From an optimization exercise on the open Yosys and OpenROAD flow, aimed at small area, a short achievable clock period and few clock cycles; shortcuts taken in it are not production practice. Function was checked by simulation only, so behaviour that the tests miss may differ from the original.

==> config.mk <==
export PLATFORM = sky130hd
export DESIGN_NAME = CPU
export DESIGN_NICKNAME = CPU
export VERILOG_FILES = /design/flow/design.v
export SDC_FILE = /design/flow/constraint.sdc
export NUM_CORES = 4
export LEC_CHECK = 0
export CAP_MARGIN = 20
export CORE_MARGIN = 2
export CORE_UTILIZATION = 40
export PLACE_DENSITY = 0.6
export SLEW_MARGIN = 20
==> design.v <==
`timescale 1ns / 1ps
module MUX_Alu (in2_muxcontrol, alu_reg2, imm_ext, alu_in2);
    input wire in2_muxcontrol;
    input wire [31:0] alu_reg2, imm_ext;
    output wire [31:0] alu_in2;
    assign alu_in2 = (in2_muxcontrol) ? alu_reg2 : imm_ext;      
endmodule
`timescale 1ns / 1ps
module MUX_Mem (wv_muxcontrol, read_data, alu_result, write_value);
    input wire wv_muxcontrol;
    input wire [31:0] read_data, alu_result;
    output wire [31:0] write_value;
    assign write_value = (wv_muxcontrol) ? read_data : alu_result;      
endmodule
`timescale 1ns / 1ps
module ALU(reset, alu_control, alu_in1, alu_in2, en_exe_pulse, alu_result, flag, alu_result_reg, flag_reg);
    input reset;
    input wire [4:0] alu_control;
    input wire [31:0] alu_in1, alu_in2;
    input wire en_exe_pulse;
    input wire [31:0] alu_result_reg;
    input wire [1:0] flag_reg;
    output reg [31:0] alu_result;
    output reg [1:0] flag;              
    parameter ADD = 5'b00010;            
    parameter ADDI = 5'b00011;
    parameter SUB = 5'b00100;            
    parameter SUBI = 5'b00101;
    parameter MUL = 5'b00110;            
    parameter MULI = 5'b00111;
    parameter MOD = 5'b01000;            
    parameter MODI = 5'b01001;
    parameter AND = 5'b01010;            
    parameter OR = 5'b01011;             
    parameter XOR = 5'b01100;            
    parameter NOT = 5'b01101;            
    parameter LSFT = 5'b11100;           
    parameter RSFT = 5'b11101;           
    parameter LAD = 5'b10110;            
    parameter STR = 5'b10111;            
    parameter MOV = 5'b01110;            
    parameter MOVEQ = 5'b10000;          
    parameter MOVL = 5'b10010;           
    parameter MOVG = 5'b10100;           
    parameter MOVI = 5'b01111;           
    parameter MOVIEQ = 5'b10001;         
    parameter MOVIL = 5'b10011;          
    parameter MOVIG = 5'b10101;          
    always @(*) begin
        alu_result = alu_result_reg;
        flag = flag_reg;
        if (en_exe_pulse) begin
            case (alu_control)
                ADD, ADDI: begin
                    alu_result = alu_in1 + alu_in2;
                end
                SUB, SUBI: begin
                    alu_result = alu_in1 - alu_in2;
                    if (reset) begin
                        flag = 2'b00;
                    end
                    else begin
                        if (alu_in1 > alu_in2) begin             
                            flag = 2'b11;
                        end
                        else if (alu_in1 == alu_in2) begin       
                            flag = 2'b01;
                        end
                        else begin                               
                            flag = 2'b10;
                        end
                    end
                end
                MUL, MULI: begin
                    alu_result = alu_in1 * alu_in2;
                end
                MOD, MODI: begin
                    alu_result = (alu_in2 == 32'd0) ? alu_in1 : alu_in1 % alu_in2;    
                end
                AND: begin
                    alu_result = alu_in1 & alu_in2;
                end
                OR: begin
                    alu_result = alu_in1 | alu_in2;
                end
                XOR: begin
                    alu_result = alu_in1 ^ alu_in2;
                end
                NOT: begin
                    alu_result = ~alu_in1;
                end
                LSFT: begin
                    alu_result = alu_in1 << alu_in2;
                end
                RSFT: begin
                    alu_result = alu_in1 >> alu_in2;
                end
                LAD: begin
                    alu_result = alu_in1 + alu_in2;
                end
                STR: begin
                    alu_result = alu_in1 + alu_in2;
                end
                MOV, MOVI: begin
                    alu_result = alu_in2;
                end
                MOVEQ, MOVIEQ: begin
                    if(flag_reg == 2'b01) alu_result = alu_in2;
                    else alu_result = alu_result_reg;
                end
                MOVL, MOVIL: begin
                    if(flag_reg == 2'b10) alu_result = alu_in2;
                    else alu_result = alu_result_reg;
                end
                MOVG, MOVIG: begin
                    if(flag_reg == 2'b11) alu_result = alu_in2;
                    else alu_result = alu_result_reg;
                end
                default: begin
                    alu_result = alu_result_reg;
                end
            endcase
        end
    end 
endmodule
`timescale 1ns / 1ps
module PC (clk, reset, opcode, imm_ext, flag, en_exe_pulse, ins_address);
    input clk, reset;
    input wire [4:0] opcode;
    input wire [31:0] imm_ext;
    input wire [1:0] flag;                                       
    input wire en_exe_pulse;                                     
    output reg [31:0] ins_address;                               
    parameter JMP = 5'b11000;
    parameter BEQ = 5'b11001;
    parameter BL = 5'b11010;
    parameter BG = 5'b11011;
    always @(posedge clk) begin
        if (reset) begin
            ins_address <= 32'b0;                                
        end
        else begin
            if(en_exe_pulse) begin
                case (opcode)
                JMP: begin
                    ins_address <= imm_ext;   
                end
                BEQ: begin
                    if (flag == 2'b01) begin
                        ins_address <= imm_ext;  
                    end
                    else begin
                        ins_address <= ins_address + 32'd4;      
                    end
                end
                BL: begin
                    if (flag == 2'b10) begin
                        ins_address <= imm_ext;  
                    end
                    else begin
                        ins_address <= ins_address + 32'd4;      
                    end
                end
                BG: begin
                    if (flag == 2'b11) begin
                        ins_address <= imm_ext;  
                    end
                    else begin
                        ins_address <= ins_address + 32'd4;      
                    end
                end
                default: begin
                    ins_address <= ins_address + 32'd4;          
                end
                endcase
            end
        end    
    end
endmodule
`timescale 1ns / 1ps
module Register_File (clk, reset, Rs, Rt, Rd, write_value, regwrite, read_value1, read_value2);
    input clk, reset;
    input wire [3:0] Rs, Rt;                                     
    input wire [3:0] Rd;                                         
    input wire [31:0] write_value;
    input wire regwrite;
    output reg [31:0] read_value1, read_value2;
    reg [31:0] Register [0:15];                                  
    integer i;
    always @(posedge clk) begin
        if (reset) begin
            for (i = 0; i < 16; i = i + 1) begin
                Register[i] <= 32'b0;                           
            end
        end else if (regwrite && Rd != 4'b0000) begin
            Register[Rd] <= write_value;                        
        end
    end
    always @(*) begin
        read_value1 = Register[Rs];                              
        read_value2 = Register[Rt];                              
    end
endmodule
`timescale 1ns / 1ps
module Datapath (clk, reset, opcode, imm_ext, en_exe_pulse, in2_muxcontrol, wv_muxcontrol, Rd, Rs, Rt, read_data, regwrite, ins_address, flag, read_value2, alu_result);
    input clk, reset;
    input wire [4:0] opcode;                 
    input wire [31:0] imm_ext;               
    input wire en_exe_pulse;                 
    input wire in2_muxcontrol;               
    input wire wv_muxcontrol;                
    input wire [3:0] Rd;                     
    input wire [3:0] Rs, Rt;                 
    input wire [31:0] read_data;             
    input wire regwrite;                     
    output wire [31:0] ins_address;          
    output wire [1:0] flag;                  
    output wire [31:0] alu_result;           
    output wire [31:0] read_value2;          
    wire [31:0] alu_in2;                     
    wire [31:0] read_value1;                 
    wire [31:0] write_value;                 
    reg [31:0] alu_result_reg;
    reg [1:0] flag_reg;
    PC PC_inst(
        .clk(clk), 
        .reset(reset), 
        .opcode(opcode), 
        .imm_ext(imm_ext),
        .flag(flag_reg), 
        .en_exe_pulse(en_exe_pulse),
        .ins_address(ins_address)
    );
    MUX_Alu MUX_Alu_inst (
        .in2_muxcontrol(in2_muxcontrol),
        .alu_reg2(read_value2),
        .imm_ext(imm_ext),
        .alu_in2(alu_in2)
    );
    ALU ALU_inst (
        .reset(reset),
        .alu_control(opcode),
        .alu_in1(read_value1),
        .alu_in2(alu_in2),
        .en_exe_pulse(en_exe_pulse),
        .alu_result(alu_result),
        .flag(flag),
        .alu_result_reg(alu_result_reg),
        .flag_reg(flag_reg)
    );
    MUX_Mem MUX_Mem_inst (
        .wv_muxcontrol(wv_muxcontrol),
        .read_data(read_data),
        .alu_result(alu_result),
        .write_value(write_value)
    );
    Register_File Register_File_inst (
        .clk(clk),
        .reset(reset),
        .Rs(Rs),
        .Rt(Rt),
        .Rd(Rd),
        .write_value(write_value),
        .regwrite(regwrite),
        .read_value1(read_value1),
        .read_value2(read_value2)
    );
    always @(posedge clk) begin
        if (reset) begin
            alu_result_reg <= 32'b0;
            flag_reg <= 2'b00;
        end
        else begin
            alu_result_reg <= alu_result;
            flag_reg <= flag;
        end
    end
endmodule
`timescale 1ns / 1ps
module Control_Unit(clk, reset, Instruction, opcode, Rd, Rs, Rt, imm_ext, flag, in2_muxcontrol, wv_muxcontrol, alu_control, regwrite, mem_load, mem_store, en_fetch_pulse, en_exe_pulse);
    input clk, reset;
    input [1:0] flag;                    
    input [31:0] Instruction;            
    output reg [4:0] opcode;
    output reg [3:0] Rd, Rs, Rt;
    output reg [31:0] imm_ext;
    output reg in2_muxcontrol;           
    output reg wv_muxcontrol;            
    output reg [4:0] alu_control;        
    output reg regwrite;                 
    output reg mem_store;                
    output reg mem_load;                 
    output reg en_fetch_pulse;
    reg en_fetch, en_fetch_reg;
    output reg en_exe_pulse;
    reg en_exe, en_exe_reg;
    reg [4:0] Current_state, Next_state; 
    parameter Initial = 5'b00000;
    parameter Fetch = 5'b00001;
    parameter Decode = 5'b11110;
    parameter Write_back = 5'b11111;
    parameter ADD = 5'b00010;            
    parameter ADDI = 5'b00011;
    parameter SUB = 5'b00100;            
    parameter SUBI = 5'b00101;
    parameter MUL = 5'b00110;            
    parameter MULI = 5'b00111;
    parameter MOD = 5'b01000;            
    parameter MODI = 5'b01001;
    parameter AND = 5'b01010;            
    parameter OR = 5'b01011;             
    parameter XOR = 5'b01100;            
    parameter NOT = 5'b01101;            
    parameter MOV = 5'b01110;            
    parameter MOVI = 5'b01111;           
    parameter MOVEQ = 5'b10000;          
    parameter MOVIEQ = 5'b10001;         
    parameter MOVL = 5'b10010;           
    parameter MOVIL = 5'b10011;          
    parameter MOVG = 5'b10100;           
    parameter MOVIG = 5'b10101;          
    parameter LAD = 5'b10110;            
    parameter STR = 5'b10111;            
    parameter JMP = 5'b11000;            
    parameter BEQ = 5'b11001;            
    parameter BL = 5'b11010;             
    parameter BG = 5'b11011;             
    parameter LSFT = 5'b11100;           
    parameter RSFT = 5'b11101;           
    always @ (posedge clk) begin
	    if(reset)
		    Current_state <= Initial;
	    else 
		    Current_state <= Next_state;
    end
    always @ (*) begin
        case (Current_state)
		    Initial: begin
			    Next_state = Fetch;
		    end
		    Fetch: begin
			    Next_state = Decode;
		    end
		    Decode: begin
                case (opcode)
                    ADD:    Next_state = ADD;
                    ADDI:   Next_state = ADDI;
                    SUB:    Next_state = SUB;
                    SUBI:   Next_state = SUBI;
                    MUL:    Next_state = MUL;
                    MULI:   Next_state = MULI;
                    MOD:    Next_state = MOD;
                    MODI:   Next_state = MODI;
                    AND:    Next_state = AND;
                    OR:     Next_state = OR;
                    XOR:    Next_state = XOR;
                    NOT:    Next_state = NOT;
                    MOV:    Next_state = MOV;
                    MOVI:   Next_state = MOVI;
                    MOVEQ:  Next_state = MOVEQ;
                    MOVIEQ: Next_state = MOVIEQ;
                    MOVL:   Next_state = MOVL;
                    MOVIL:  Next_state = MOVIL;
                    MOVG:   Next_state = MOVG;
                    MOVIG:  Next_state = MOVIG;
                    LAD:    Next_state = LAD;
                    STR:    Next_state = STR;
                    JMP:    Next_state = JMP;
                    BEQ:    Next_state = BEQ;
                    BL:     Next_state = BL;
                    BG:     Next_state = BG;
                    LSFT:   Next_state = LSFT;
                    RSFT:   Next_state = RSFT;
                    default: Next_state = Current_state;
                endcase
			    Next_state = opcode;
		    end
            Write_back: begin
			    Next_state = Fetch;
		    end
            ADD: begin
                Next_state = Write_back;
            end
            ADDI: begin
                Next_state = Write_back;
            end
            SUB: begin
                Next_state = Write_back;
            end
            SUBI: begin
                Next_state = Write_back;
            end
            MUL: begin
                Next_state = Write_back;
            end
            MULI: begin
                Next_state = Write_back;
            end
            MOD: begin
                Next_state = Write_back;
            end
            MODI: begin
                Next_state = Write_back;
            end
            AND: begin
                Next_state = Write_back;
            end
            OR: begin
                Next_state = Write_back;
            end
            XOR: begin
                Next_state = Write_back;
            end
            NOT: begin
                Next_state = Write_back;
            end
            LSFT: begin
                Next_state = Write_back;
            end
            RSFT: begin
                Next_state = Write_back;
            end
            MOV: begin
                Next_state = Write_back;
            end
            MOVEQ: begin
                Next_state = Write_back;
            end
            MOVL: begin
                Next_state = Write_back;
            end
            MOVG: begin
                Next_state = Write_back;
            end
            MOVI: begin
                Next_state = Write_back;
            end
            MOVIEQ: begin
                Next_state = Write_back;
            end
            MOVIL: begin
                Next_state = Write_back;
            end
            MOVIG: begin
                Next_state = Write_back;
            end
            JMP: begin
                Next_state = Fetch;
            end
            BEQ: begin
                Next_state = Fetch;
            end
            BL: begin
                Next_state = Fetch;
            end
            BG: begin
                Next_state = Fetch;
            end
            LAD: begin
                Next_state = Fetch;                      
            end
            STR: begin
                Next_state = Fetch;                      
            end
            default: begin
                Next_state = Current_state;
            end
        endcase
    end
    always @ (posedge clk) begin
        if (en_fetch_pulse) begin
            opcode <= Instruction[31:27];         
            Rd <= Instruction[26:23];             
            Rs <= Instruction[22:19];             
            Rt <= Instruction[18:15];             
            imm_ext <= {{17{Instruction[14]}}, Instruction[14:0]};      
        end
    end
    reg cond_fail;
    always @ (*) begin
        case (opcode)
            MOVEQ, MOVIEQ: cond_fail = (flag != 2'b01);
            MOVL, MOVIL:   cond_fail = (flag != 2'b10);
            MOVG, MOVIG:   cond_fail = (flag != 2'b11);
            default:       cond_fail = 1'b0;
        endcase
    end
    always @ (posedge clk) begin
        if(reset) begin
            en_fetch_reg <= 1'b0;
            en_exe_reg <= 1'b0;
        end
        else begin
            en_fetch_reg <= en_fetch;
            en_exe_reg <= en_exe;
        end
    end
    always @ (en_fetch or en_fetch_reg) begin
        en_fetch_pulse = en_fetch & (~en_fetch_reg);
    end
    always @ (en_exe or en_exe_reg) begin
        en_exe_pulse = en_exe & (~en_exe_reg);
    end
    always @ (*) begin
	    if(reset) begin                                  
            en_fetch = 1'b0;                            
            en_exe = 1'b0;                              
		    alu_control = 5'b00000;                     
            regwrite = 1'b0;                            
            in2_muxcontrol = 1'b0;                      
            wv_muxcontrol = 1'b0;                       
            mem_store = 1'b0;                           
            mem_load = 1'b0;                            
	    end
	    else begin
            case (Current_state)
                Initial: begin
                    en_fetch = 1'b0;                    
                    en_exe = 1'b0;                      
                    alu_control = 5'b00000;             
                    regwrite = 1'b0;                    
                    in2_muxcontrol = 1'b0;              
                    wv_muxcontrol = 1'b0;               
                    mem_store = 1'b0;                   
                    mem_load = 1'b0;                    
                end
                Fetch: begin
                    en_fetch = 1'b1;                    
                    en_exe = 1'b0;
                    alu_control = Fetch;                
                    regwrite = 1'b0;
                    in2_muxcontrol = 1'b0;              
                    wv_muxcontrol = 1'b0;               
                    mem_store = 1'b0;
                    mem_load = 1'b0;
                end
                Decode: begin
                    en_fetch = 1'b0;
                    en_exe = 1'b0;
                    alu_control = Decode;               
                    regwrite = 1'b0;
                    in2_muxcontrol = 1'b0;              
                    wv_muxcontrol = 1'b0;               
                    mem_store = 1'b0;
                    mem_load = 1'b0;
                end
                Write_back: begin
                    en_fetch = 1'b0;
                    en_exe = 1'b0;
                    alu_control = Write_back;           
                    regwrite = ~cond_fail;
                    in2_muxcontrol = 1'b0;              
                    wv_muxcontrol = 1'b0;               
                    mem_store = 1'b0;
                    mem_load = 1'b0;
                end
                ADD: begin
                    en_fetch = 1'b0;
                    en_exe = 1'b1;                      
                    alu_control = ADD;                  
                    regwrite = 1'b0;                    
                    in2_muxcontrol = 1'b1;              
                    wv_muxcontrol = 1'b0;               
                    mem_load = 1'b0;
                    mem_store = 1'b0;
                end
                ADDI: begin
                    en_fetch = 1'b0;
                    en_exe = 1'b1;                      
                    alu_control = ADDI;                 
                    regwrite = 1'b0;                    
                    in2_muxcontrol = 1'b0;              
                    wv_muxcontrol = 1'b0;               
                    mem_load = 1'b0;
                    mem_store = 1'b0;
                end
                SUB: begin
                    en_fetch = 1'b0;
                    en_exe = 1'b1;                      
                    alu_control = SUB;                  
                    regwrite = 1'b0;                    
                    in2_muxcontrol = 1'b1;              
                    wv_muxcontrol = 1'b0;               
                    mem_load = 1'b0;
                    mem_store = 1'b0;
                end
                SUBI: begin
                    en_fetch = 1'b0;
                    en_exe = 1'b1;                      
                    alu_control = SUBI;                 
                    regwrite = 1'b0;                    
                    in2_muxcontrol = 1'b0;              
                    wv_muxcontrol = 1'b0;               
                    mem_load = 1'b0;
                    mem_store = 1'b0;
                end
                MUL: begin
                    en_fetch = 1'b0;
                    en_exe = 1'b1;                      
                    alu_control = MUL;                  
                    regwrite = 1'b0;                    
                    in2_muxcontrol = 1'b1;              
                    wv_muxcontrol = 1'b0;               
                    mem_load = 1'b0;
                    mem_store = 1'b0;
                end
                MULI: begin
                    en_fetch = 1'b0;
                    en_exe = 1'b1;                      
                    alu_control = MULI;                 
                    regwrite = 1'b0;                    
                    in2_muxcontrol = 1'b0;              
                    wv_muxcontrol = 1'b0;               
                    mem_load = 1'b0;
                    mem_store = 1'b0;
                end
                MOD: begin
                    en_fetch = 1'b0;
                    en_exe = 1'b1;                      
                    alu_control = MOD;                  
                    regwrite = 1'b0;                    
                    in2_muxcontrol = 1'b1;              
                    wv_muxcontrol = 1'b0;               
                    mem_load = 1'b0;
                    mem_store = 1'b0;
                end
                MODI: begin
                    en_fetch = 1'b0;
                    en_exe = 1'b1;                      
                    alu_control = MODI;                 
                    regwrite = 1'b0;                    
                    in2_muxcontrol = 1'b0;              
                    wv_muxcontrol = 1'b0;               
                    mem_load = 1'b0;
                    mem_store = 1'b0;
                end
                AND: begin
                    en_fetch = 1'b0;
                    en_exe = 1'b1;                      
                    alu_control = AND;                  
                    regwrite = 1'b0;                    
                    in2_muxcontrol = 1'b1;              
                    wv_muxcontrol = 1'b0;               
                    mem_load = 1'b0;
                    mem_store = 1'b0;
                end
                OR: begin
                    en_fetch = 1'b0;
                    en_exe = 1'b1;                      
                    alu_control = OR;                   
                    regwrite = 1'b0;                    
                    in2_muxcontrol = 1'b1;              
                    wv_muxcontrol = 1'b0;               
                    mem_load = 1'b0;
                    mem_store = 1'b0;
                end
                XOR: begin
                    en_fetch = 1'b0;
                    en_exe = 1'b1;                      
                    alu_control = XOR;                  
                    regwrite = 1'b0;                    
                    in2_muxcontrol = 1'b1;              
                    wv_muxcontrol = 1'b0;               
                    mem_load = 1'b0;
                    mem_store = 1'b0;
                end
                NOT: begin
                    en_fetch = 1'b0;
                    en_exe = 1'b1;                      
                    alu_control = NOT;                  
                    regwrite = 1'b0;                    
                    in2_muxcontrol = 1'b0;              
                    wv_muxcontrol = 1'b0;               
                    mem_load = 1'b0;
                    mem_store = 1'b0;
                end
                LSFT: begin
                    en_fetch = 1'b0;
                    en_exe = 1'b1;                      
                    alu_control = LSFT;                 
                    regwrite = 1'b0;                    
                    in2_muxcontrol = 1'b0;              
                    wv_muxcontrol = 1'b0;               
                    mem_load = 1'b0;
                    mem_store = 1'b0;
                end
                RSFT: begin
                    en_fetch = 1'b0;
                    en_exe = 1'b1;                      
                    alu_control = RSFT;                 
                    regwrite = 1'b0;                    
                    in2_muxcontrol = 1'b0;              
                    wv_muxcontrol = 1'b0;               
                    mem_load = 1'b0;
                    mem_store = 1'b0;
                end
                MOV: begin
                    en_fetch = 1'b0;
                    en_exe = 1'b1;                      
                    alu_control = MOV;                  
                    regwrite = 1'b0;                    
                    in2_muxcontrol = 1'b1;              
                    wv_muxcontrol = 1'b0;               
                    mem_load = 1'b0;
                    mem_store = 1'b0;
                end
                MOVI: begin
                    en_fetch = 1'b0;
                    en_exe = 1'b1;                      
                    alu_control = MOVI;                 
                    regwrite = 1'b0;                    
                    in2_muxcontrol = 1'b0;              
                    wv_muxcontrol = 1'b0;               
                    mem_load = 1'b0;
                    mem_store = 1'b0;
                end
                MOVEQ: begin
                    en_fetch = 1'b0;
                    en_exe = 1'b1;                       
                    alu_control = MOVEQ;                
                    regwrite = 1'b0;                    
                    in2_muxcontrol = 1'b1;              
                    wv_muxcontrol = 1'b0;               
                    mem_load = 1'b0;
                    mem_store = 1'b0;
                end
                MOVL: begin
                    en_fetch = 1'b0;
                    en_exe = 1'b1;                       
                    alu_control = MOVL;                 
                    regwrite = 1'b0;                    
                    in2_muxcontrol = 1'b1;              
                    wv_muxcontrol = 1'b0;               
                    mem_load = 1'b0;
                    mem_store = 1'b0;
                end
                MOVG: begin
                    en_fetch = 1'b0;
                    en_exe = 1'b1;                       
                    alu_control = MOVG;                 
                    regwrite = 1'b0;                    
                    in2_muxcontrol = 1'b1;              
                    wv_muxcontrol = 1'b0;               
                    mem_load = 1'b0;
                    mem_store = 1'b0;
                end
                MOVIEQ: begin
                    en_fetch = 1'b0;
                    en_exe = 1'b1;                       
                    alu_control = MOVIEQ;               
                    regwrite = 1'b0;                    
                    in2_muxcontrol = 1'b0;              
                    wv_muxcontrol = 1'b0;               
                    mem_load = 1'b0;
                    mem_store = 1'b0;
                end
                MOVIL: begin
                    en_fetch = 1'b0;
                    en_exe = 1'b1;                       
                    alu_control = MOVIL;                
                    regwrite = 1'b0;                    
                    in2_muxcontrol = 1'b0;              
                    wv_muxcontrol = 1'b0;               
                    mem_load = 1'b0;
                    mem_store = 1'b0;
                end
                MOVIG: begin
                    en_fetch = 1'b0;
                    en_exe = 1'b1;                       
                    alu_control = MOVIG;                
                    regwrite = 1'b0;                    
                    in2_muxcontrol = 1'b0;              
                    wv_muxcontrol = 1'b0;               
                    mem_load = 1'b0;
                    mem_store = 1'b0;
                end
                LAD: begin
                    en_fetch = 1'b0;
                    en_exe = 1'b1;                      
                    alu_control = LAD;                  
                    regwrite = 1'b1;
                    in2_muxcontrol = 1'b0;              
                    wv_muxcontrol = 1'b1;               
                    mem_load = 1'b1;                    
                    mem_store = 1'b0;
                end
                STR: begin
                    en_fetch = 1'b0;
                    en_exe = 1'b1;                      
                    alu_control = STR;                  
                    regwrite = 1'b0;
                    in2_muxcontrol = 1'b0;              
                    wv_muxcontrol = 1'b0;               
                    mem_load = 1'b0;
                    mem_store = 1'b1;                   
                end
                JMP: begin
                    en_fetch = 1'b0;
                    en_exe = 1'b1;                      
                    alu_control = JMP;                  
                    mem_load = 1'b0;
                    mem_store = 1'b0;
                    regwrite = 1'b0;
                    in2_muxcontrol = 1'b0;
                    wv_muxcontrol = 1'b0;
                end
                BEQ: begin
                    en_fetch = 1'b0;
                    en_exe = 1'b1;                      
                    alu_control = BEQ;                  
                    regwrite = 1'b0;
                    in2_muxcontrol = 1'b0;
                    wv_muxcontrol = 1'b0;
                    mem_load = 1'b0;
                    mem_store = 1'b0;
                end
                BL: begin
                    en_fetch = 1'b0;
                    en_exe = 1'b1;                      
                    alu_control = BL;                   
                    regwrite = 1'b0;
                    in2_muxcontrol = 1'b0;
                    wv_muxcontrol = 1'b0;
                    mem_load = 1'b0;
                    mem_store = 1'b0;
                end
                BG: begin
                    en_fetch = 1'b0;
                    en_exe = 1'b1;                      
                    alu_control = BG;                   
                    regwrite = 1'b0;
                    in2_muxcontrol = 1'b0;
                    wv_muxcontrol = 1'b0;
                    mem_load = 1'b0;
                    mem_store = 1'b0;
                end
                default: begin                           
                    en_fetch = 1'b0;                    
                    en_exe = 1'b0;                      
                    alu_control = 5'b00000;
                    regwrite = 1'b0;
                    in2_muxcontrol = 1'b0;
                    wv_muxcontrol = 1'b0;
                    mem_store = 1'b0;
                    mem_load = 1'b0;
                end       
            endcase
        end
    end
endmodule
module CPU (clk, reset, Instruction, read_data, mem_load, mem_store, ins_address, read_value2, alu_result, en_fetch_pulse, en_exe_pulse);
    input clk, reset;                            
    input wire [31:0] Instruction;               
    input wire [31:0] read_data;                 
    output wire mem_load;                        
    output wire mem_store;                       
    output wire [31:0] ins_address;              
    output wire [31:0] read_value2;              
    output wire [31:0] alu_result;               
    output wire en_fetch_pulse;
    output wire en_exe_pulse;                    
    wire [4:0] opcode;                           
    wire [3:0] Rd, Rs, Rt;                       
    wire [31:0] imm_ext;                         
    wire [4:0] alu_control;                      
    wire regwrite;                               
    wire in2_muxcontrol;                         
    wire wv_muxcontrol;                          
    wire [1:0] flag;                             
    Control_Unit Control_Unit_inst (
        .clk(clk),
        .reset(reset),
        .Instruction(Instruction),
        .opcode(opcode),
        .Rd(Rd),
        .Rs(Rs),
        .Rt(Rt),
        .imm_ext(imm_ext),
        .flag(flag),
        .in2_muxcontrol(in2_muxcontrol),
        .wv_muxcontrol(wv_muxcontrol),
        .alu_control(alu_control),
        .regwrite(regwrite),
        .mem_load(mem_load),
        .mem_store(mem_store),
        .en_fetch_pulse(en_fetch_pulse), 
        .en_exe_pulse(en_exe_pulse)
    );
    Datapath Datapath_inst (
        .clk(clk),
        .reset(reset),
        .opcode(opcode),
        .imm_ext(imm_ext),
        .en_exe_pulse(en_exe_pulse),
        .in2_muxcontrol(in2_muxcontrol),
        .wv_muxcontrol(wv_muxcontrol),
        .Rd(Rd),
        .Rs(Rs),
        .Rt(Rt),
        .read_data(read_data),
        .regwrite(regwrite),
        .ins_address(ins_address), 
        .flag(flag),  
        .read_value2(read_value2),
        .alu_result(alu_result)
    );
endmodule
==> run.sh <==
#!/bin/bash
# synth_recipe.tcl (not shown) runs the flow's synth.tcl, then flattens the netlist and writes it again
# the make line also repeats each setting of config.mk as NAME=value (left out here)
make -C /OpenROAD-flow-scripts/flow DESIGN_CONFIG=/design/flow/config.mk WORK_HOME=/design/flow/orfs CLKGATE_MAP_FILE= SYNTH_SCRIPT=/design/flow/synth_recipe.tcl finish
==> constraint.sdc <==
create_clock -name core_clock -period 125.0 [get_ports {clk}]
set_input_delay 25.0000 -clock core_clock [delete_from_list [all_inputs] [get_ports {clk}]]
set_output_delay 25.0000 -clock core_clock [all_outputs]
set_load 0.01 [all_outputs]
==> impl_metrics.prom <==
# TYPE chip_impl_metric gauge
chip_impl_info{name="status",value="no timing/DRC/antenna violations"} 1
chip_impl_metric{name="grt.overflow.total",unit=""} 0
chip_impl_metric{name="cts_htree_levels",unit=""} 3
chip_impl_metric{name="cts_max_path_bufs",unit=""} 3
chip_impl_metric{name="yosys_register_bits",unit=""} 625
chip_impl_info{name="crit_path_frequent_cell",value="sky130_fd_sc_hd__buf_4"} 1
chip_impl_metric{name="routed_via_density",unit=""} 6.466
chip_impl_metric{name="fp.dieH",unit="um"} 472.8
chip_impl_metric{name="setup_violations",unit=""} 0
chip_impl_metric{name="antenna_violating_nets_post_route",unit=""} 0
chip_impl_metric{name="ff2ff_setup_slack",unit="ns"} 48.35
chip_impl_metric{name="hold_viol_final",unit=""} 0
chip_impl_info{name="synthDominantAreaCellType",value="sky130_fd_sc_hd__edfxtp_1"} 1
chip_impl_info{name="timing.hold.worst.start",value="Control_Unit_inst.Rt[1]"} 1
chip_impl_metric{name="post-route-cell-area",unit="sq um"} 104100
chip_impl_metric{name="synth-adder-area-share",unit=""} 0.2006
chip_impl_metric{name="synth_enable_flop_cells",unit=""} 544
chip_impl_metric{name="layout.filler_cells",unit=""} 21265
chip_impl_info{name="path_class",value="input pin to primary output"} 1
chip_impl_metric{name="synth.area.mux_share",unit=""} 0.1100
chip_impl_metric{name="route.detailed.drc",unit=""} 0
chip_impl_metric{name="worstRegToRegCells",unit=""} 346
chip_impl_metric{name="largest_net_degree_at_the_start_of_global_routing",unit=""} 74
chip_impl_metric{name="routedWlPerCell",unit="um"} 34.49
chip_impl_info{name="setup.worst_path.end_class",value="primary output"} 1
chip_impl_metric{name="clock_insertion_delay_worst_skew",unit="ns"} 0.64
chip_impl_metric{name="synthArstFlopShare",unit=""} 0
chip_impl_metric{name="fp.dieArea",unit="sq um"} 223500
chip_impl_info{name="clk_root_buf",value="sky130_fd_sc_hd__clkbuf_16"} 1
chip_impl_metric{name="crit_path_max_incr_delay",unit="ns"} 0.66
chip_impl_info{name="cts_tree",value="done"} 1
chip_impl_metric{name="dp_hpwl",unit="mm"} 372.0
chip_impl_info{name="timing.critical_path.from_type",value="input pin"} 1
chip_impl_metric{name="xor_xnor_share_of_the_synthesized_area",unit=""} 0.04643
chip_impl_metric{name="postSynthAreaPerCell",unit="sq um"} 8.513
chip_impl_info{name="layout_commonest_cell",value="sky130_fd_sc_hd__nor2_1"} 1
chip_impl_metric{name="synth_instances",unit=""} 10326
chip_impl_metric{name="critical_path_peak_fanout",unit=""} 29
chip_impl_metric{name="utilization",unit=""} 0.4754
chip_impl_metric{name="drtPass1Iterations",unit=""} 8
chip_impl_metric{name="synth_cell_type_count",unit=""} 132
chip_impl_metric{name="part_of_the_yosys_area_used_for_sequential_elements",unit=""} 0.2043
chip_impl_metric{name="postRouteWirelength",unit="mm"} 487.0
chip_impl_metric{name="place_congestion",unit=""} 1.081
chip_impl_metric{name="grt_pass1_vias",unit=""} 88715
chip_impl_metric{name="maxSlewViolCount",unit=""} 0
chip_impl_metric{name="wire_length_of_the_first_global_routing_pass",unit="mm"} 675.8
chip_impl_metric{name="critPathArrivalTime",unit="ns"} 97.26
chip_impl_metric{name="num_io_pins",unit=""} 166
chip_impl_info{name="ys_top_cells_by_area",value="sky130_fd_sc_hd__edfxtp_1 19%, sky130_fd_sc_hd__ha_1 11%, sky130_fd_sc_hd__fa_1 9.4%"} 1
chip_impl_metric{name="num-nets-final",unit=""} 12416
chip_impl_metric{name="detailed_place.area",unit="sq um"} 99900
chip_impl_info{name="hold_path_class",value="flop to flop"} 1
chip_impl_metric{name="max-cap-violations",unit=""} 0
chip_impl_info{name="synth_flop_cell",value="sky130_fd_sc_hd__edfxtp_1"} 1
chip_impl_metric{name="worstMarginPinSlew",unit="ns"} 1.234
chip_impl_info{name="most-common-layout-cells",value="1352 x sky130_fd_sc_hd__nor2_1, 1134 x sky130_fd_sc_hd__buf_4, 1063 x sky130_fd_sc_hd__nand2_1"} 1
chip_impl_metric{name="drive_gt1_frac",unit=""} 0.1929
chip_impl_metric{name="globalRouteTotalUtil",unit=""} 0.4233
chip_impl_metric{name="cp.required",unit="ns"} 100.00
chip_impl_metric{name="area_growth",unit="%"} 18.48
chip_impl_metric{name="die_x",unit="um"} 472.8
chip_impl_metric{name="detailedPlace.worstSlack",unit="ns"} -3.734
chip_impl_metric{name="core_area",unit="sq um"} 219100
chip_impl_info{name="dominant_combinational_cell_family_by_area_after_synthesis",value="adder cells"} 1
chip_impl_metric{name="max_clock_freq",unit="GHz"} 0.008179
chip_impl_metric{name="hold_path_depth",unit=""} 1
chip_impl_metric{name="clkTransAtPathRegs",unit="ns"} 0.05
chip_impl_metric{name="yosysWarningCount",unit=""} 5
chip_impl_metric{name="clock_sink_count",unit=""} 625
chip_impl_metric{name="effective_utilization_at_floorplan",unit=""} 0.4012
chip_impl_metric{name="grt_antenna_before_repair",unit=""} 35
chip_impl_metric{name="fp-row-count",unit=""} 172
chip_impl_metric{name="numCtsBuffers",unit=""} 74
chip_impl_metric{name="portBuffers",unit=""} 165
chip_impl_metric{name="fin_skew",unit="ns"} 0.02660
chip_impl_metric{name="yosysTopAreaCellShare",unit=""} 0.1858
chip_impl_metric{name="period_needed",unit="ns"} 122.26
chip_impl_metric{name="slew_headroom",unit=""} 0.1752
chip_impl_metric{name="period_share",unit=""} 0.9781
chip_impl_metric{name="hold-worst-slack",unit="ns"} 0.4727
chip_impl_metric{name="number_of_design_rule_violations_left_by_the_first_detailed_router_iteration",unit=""} 12309
chip_impl_metric{name="synth-simple-area-share",unit=""} 0.1777
chip_impl_metric{name="synth.cell_area",unit="sq um"} 87900
chip_impl_metric{name="detailroute.via_count",unit=""} 91319
chip_impl_info{name="cpMaxStageDelayCell",value="sky130_fd_sc_hd__a2111oi_4"} 1
chip_impl_metric{name="largest_reg_flops",unit=""} 512
chip_impl_metric{name="synth-compound-area-share",unit=""} 0.1978
chip_impl_metric{name="setup_slack",unit="ns"} 2.743
==> metrics by stage <==
stage          TNS, ns  instances
2_1_floorplan        0      10357
3_3_place_gp   -116.36      13923
3_5_place_dp   -103.13      13925
4_1_cts              0      14057
5_1_grt         -4.861      14115
6_report             0      14123
==> synth_stat cells (45+ instances only) <==
library cell	n
sky130_fd_sc_hd__clkbuf_1	385
sky130_fd_sc_hd__a31oi_1	107
sky130_fd_sc_hd__a211oi_1	88
sky130_fd_sc_hd__mux4_2	293
sky130_fd_sc_hd__o21a_1	153
sky130_fd_sc_hd__a21oi_1	643
sky130_fd_sc_hd__buf_1	80
sky130_fd_sc_hd__and2_1	64
sky130_fd_sc_hd__o211ai_1	86
sky130_fd_sc_hd__mux2_2	87
sky130_fd_sc_hd__edfxtp_1	544
sky130_fd_sc_hd__o21ai_0	509
sky130_fd_sc_hd__inv_1	765
sky130_fd_sc_hd__a221oi_1	70
sky130_fd_sc_hd__a21o_1	179
sky130_fd_sc_hd__nor2_1	1372
sky130_fd_sc_hd__xor2_1	172
sky130_fd_sc_hd__nand2_1	1098
sky130_fd_sc_hd__ha_1	752
sky130_fd_sc_hd__o21bai_1	70
sky130_fd_sc_hd__and3_1	82
sky130_fd_sc_hd__o31ai_1	54
sky130_fd_sc_hd__dfxtp_1	81
sky130_fd_sc_hd__nand4_1	53
sky130_fd_sc_hd__mux2i_1	188
sky130_fd_sc_hd__nand2b_1	73
sky130_fd_sc_hd__or3_1	59
sky130_fd_sc_hd__nand3_1	157
sky130_fd_sc_hd__or2_2	53
sky130_fd_sc_hd__nor3_1	286
sky130_fd_sc_hd__o22ai_1	45
sky130_fd_sc_hd__xnor2_1	294
sky130_fd_sc_hd__nor2b_1	91
sky130_fd_sc_hd__buf_2	83
sky130_fd_sc_hd__fa_1	411
==> cell families (layout without fill, tap and decap cells) <==
| kind of cell | count (synthesis) | count (layout) |
|---|---|---|
| AND/OR/NAND/NOR | 3539 | 3539 |
| buffers and inverters | 1377 | 2260 |
| other | 1 | 42 |
| adder cells (fa/ha/maj) | 1163 | 1163 |
| AO/OA/AOI/OAI | 2576 | 2578 |
| flip-flops | 625 | 625 |
| XOR/XNOR | 466 | 466 |
| multiplexers | 579 | 579 |
==> worst max-delay path: cells and delay by family <==
family	cells	cell delay [ns]
AO/OA/AOI/OAI	177	37.79
XOR/XNOR	2	0.35
adder cells (fa/ha/maj)	32	9.57
buffers and inverters	46	8.12
multiplexers	6	1.83
AND/OR/NAND/NOR	80	14.34
==> layout make-up <==
| type | count | area, sq um | share of cell area |
|---|---|---|---|
| repair buffers | 1344 | 10940 | 0.1051 |
| inverters | 785 | 2952 | 0.02834 |
| clock inverters | 44 | 473.0 | 0.004541 |
| clock buffers | 87 | 1922 | 0.01845 |
| flip-flops and latches | 625 | 17980 | 0.1727 |
| multi-input cells | 8357 | 66250 | 0.6362 |
| diodes | 10 | 25.02 | 0.0002403 |
| well taps | 2871 | 3592 | 0.03449 |
==> routing by layer <==
| metal | routed length (um) | global-route usage | up-vias |
|---|---|---|---|
| li1 | - | - | 38886 |
| met1 | 188000 | 0.5512 | 45143 |
| met2 | 201300 | 0.6188 | 5871 |
| met3 | 58370 | 0.1139 | 1377 |
| met4 | 38990 | 0.2705 | 42 |
| met5 | 295 | 0 | - |
==> worst max-delay path by stage <==
stage,from,end,slack [ns],depth (start not counted)
final,reset,alu_result[31],2.74,343
after global routing,reset,alu_result[31],-0.31,355
after global placement,reset,alu_result[12],-4.13,345
after CTS,reset,alu_result[31],0.02,348
after detailed placement,reset,alu_result[12],-3.73,344
after floorplan,reset,alu_result[22],0.06,359
==> timing repair <==
item	4_1_cts	5_1_grt
gates resized for setup	56	254
hold buffers	0	0
hold endpoints to repair	0	0
gates cloned	0	2
pin swaps	5	64
buffers inserted	1	53
endpoints found under the setup margin	32	32
Testbench counts, summed over its fixed seeds: cycles 44,598.

==> separate check: timing with driven ports <==
How much do the figures lean on ideal ports? The routed layout below was timed once more, with nothing changed but the port constraints. Step 1 (the two cells are an assumption about what drives the block):
set clk [get_ports {clk}]
set_driving_cell -lib_cell sky130_fd_sc_hd__clkbuf_16 $clk
set_driving_cell -lib_cell sky130_fd_sc_hd__buf_2 [delete_from_list [all_inputs] $clk]
Step 2 times the ports against the registers' clock, not the clock port: input delays grow and output delays shrink by t, the midpoint of the rising clock arrivals with the driver on. a / b / c = ideal / step 1 / step 2; a / b = the first two.
t, ns: 0.696
setup WS [ns]: 2.743 / 2.716 / 2.716
pins driven straight from the clock port: 1
After both steps this run still meets setup and hold. For this run, drivers alone change the setup slack by -0.027 ns; drivers and shift together by -0.027 ns.
